Source: an optimization exercise on an open RTL-to-GDS flow (aim: small area). Production flows keep margins and buffers that such runs may drop. Function was checked by simulation only, so behaviour that the tests miss may differ from the original.

Setup of JK:
// radar_system
module radar_system(
    input wire clk,              
    input wire rst,              
    output wire pwm,             
    output wire trig,            
    input wire echo,             
    input wire [7:0] angle,      
    output wire [15:0] distance  
);
For scale: ~340 cells after synthesis, roughly 29 I/O pins, roughly 3600 um2 of cells after synthesis.
Settings: LEC_CHECK=0, CAP_MARGIN=20, CORE_MARGIN=2, CORE_UTILIZATION=40, SLEW_MARGIN=20; clock period 25.0 ns.
standard.sh (not shown) runs the stock make flow with config.mk's settings and CLKGATE_MAP_FILE= SYNTH_SCRIPT=/design/flow/synth_recipe.tcl, a recipe that flattens the netlist after the stock synthesis.
==> flow/flow/run.sh <==
#!/bin/bash
# The standard layout (standard.sh) with three changes:
#  - synthesis is synth_recipe.tcl unchanged, but abc uses flow/area.abc (area-oriented mapping);
#  - each port gets a buf_1 as its port buffer;
#  - clock tree synthesis adds no dummy loads.
set -euo pipefail
W=$PWD
export AREA_ABC_SCRIPT=$W/flow/area.abc
export FLOW_SYNTH_TCL=$W/synth_recipe.tcl
export BUFFER_PORTS_ARGS="-buffer_cell sky130_fd_sc_hd__buf_1"
export CTS_ARGS="-sink_clustering_enable -repair_clock_nets -dont_use_dummy_load"
sed "s#SYNTH_SCRIPT=[^ ]*#SYNTH_SCRIPT=$W/flow/synth.tcl#" standard.sh > standard_area.sh
grep -q "SYNTH_SCRIPT=$W/flow/synth.tcl" standard_area.sh
bash standard_area.sh > standard_make.log 2>&1
==> flow/flow/area.abc <==
strash
&get -n
&deepsyn -T 30
&put
dch -f
amap
strash
dch -f
amap
topo
stime -c
==> flow/flow/synth.tcl <==
# The standard synthesis (synth_recipe.tcl, sourced unchanged), except that abc maps the
# logic with flow/area.abc, an area-oriented script, instead of ORFS's speed script.
proc abc {args} {
  set i [lsearch $args -script]
  if {$i >= 0} { lset args [expr {$i + 1}] $::env(AREA_ABC_SCRIPT) }
  yosys abc {*}$args
}
source $::env(FLOW_SYNTH_TCL)
For MS, these inputs were changed with respect to JK:
-- flow/flow/run.sh --
<<< JK, line 2
# The standard layout (standard.sh) with three changes:
#  - synthesis is synth_recipe.tcl unchanged, but abc uses flow/area.abc (area-oriented mapping);
#  - each port gets a buf_1 as its port buffer;
>>> MS, line 2
# The standard layout (standard.sh) with three changes:
#  - synthesis is synth_recipe.tcl unchanged, but abc uses flow/area.abc (area-oriented mapping),
#    and adders are left to abc instead of being mapped to ha/fa cells first (no ADDER_MAP_FILE);
#  - each port gets a buf_1 as its port buffer;
<<< JK, line 9
export FLOW_SYNTH_TCL=$W/synth_recipe.tcl
export BUFFER_PORTS_ARGS="-buffer_cell sky130_fd_sc_hd__buf_1"
>>> MS, line 10
export FLOW_SYNTH_TCL=$W/synth_recipe.tcl
export ADDER_MAP_FILE=
export BUFFER_PORTS_ARGS="-buffer_cell sky130_fd_sc_hd__buf_1"
Notes after the runs:
MS reached the end of the flow, and the finished layout is clean on the timing, DRC and antenna checks. The area fraction in compound gates after synthesis of MS falls short of that of JK by 1.7 points. Setup slack for MS is higher than for JK. Summary: with JK as the reference, cell count after synthesis in MS moved down by a few percent. Highest achievable clock rate: MS and JK compared, higher one is MS. When the final numbers for MS and JK were put side by side, the wire length of the first global-routing pass turned out to be smaller in MS.
The following lists how AL was set up differently from MS:
==> flow/flow/run.sh <==
#!/bin/bash
# The standard layout (standard.sh, unchanged synthesis), with two changes:
# each port gets a buf_1 as its port buffer, and clock tree synthesis adds no dummy loads.
set -euo pipefail
export BUFFER_PORTS_ARGS="-buffer_cell sky130_fd_sc_hd__buf_1"
export CTS_ARGS="-sink_clustering_enable -repair_clock_nets -dont_use_dummy_load"
bash standard.sh > standard_make.log 2>&1
removed: flow/flow/area.abc
removed: flow/flow/synth.tcl
Results
Going from MS to AL, number of tapcells grows by about 23%. Re fraction of synthesized cell area in xor and xnor cells: MS was lower than AL. Wire: AL routes more than MS. Number of distinct library cells after synthesis grows by more than a quarter when moving from MS to AL. The worst hold slack on MS is in line with that on AL. Diff MS -> AL: HPWL reported at the end of detailed placement saw an increase, area growth from synthesis to final layout down 1.5 points, total number of vias higher, placeable core region shows an increase of 1100 um2, wire length of the first global-routing pass grew by 1500 um. AL ended up with met1 as its most used routing layer; MS ended up with met2. Re setup slack at placement: AL is 450 ps up on MS.

==> static timing again, ports no longer ideal <==
In the flow no input, the clock included, has a driving cell. The finished layouts below were timed again as built, in two steps.
Step 1 (the two cells are an assumption about what drives the block):
set clk [get_ports {clk}]
set_driving_cell -lib_cell sky130_fd_sc_hd__clkbuf_16 $clk
set_driving_cell -lib_cell sky130_fd_sc_hd__buf_2 [delete_from_list [all_inputs] $clk]
Step 2 moves the port delays by t, midway between the first and last clock arrival at a register: inputs arrive t later, outputs are due t later. That takes back most of the time a late clock gives input paths.
Three values: no drivers, after step 1, after step 2; two values: the first two.
run	shift t [ns]	setup slack, ns	cell pins on the clock port's net
JK	0.369	18.594 / 18.603 / 18.234	1
MS	0.370	19.018 / 19.027 / 18.656	1
AL	0.369	19.119 / 19.090 / 19.072	1
After both steps setup and hold are still met in every run listed. For MS, which loses most, drivers alone change the setup slack by +0.009 ns; drivers and shift together by -0.362 ns.
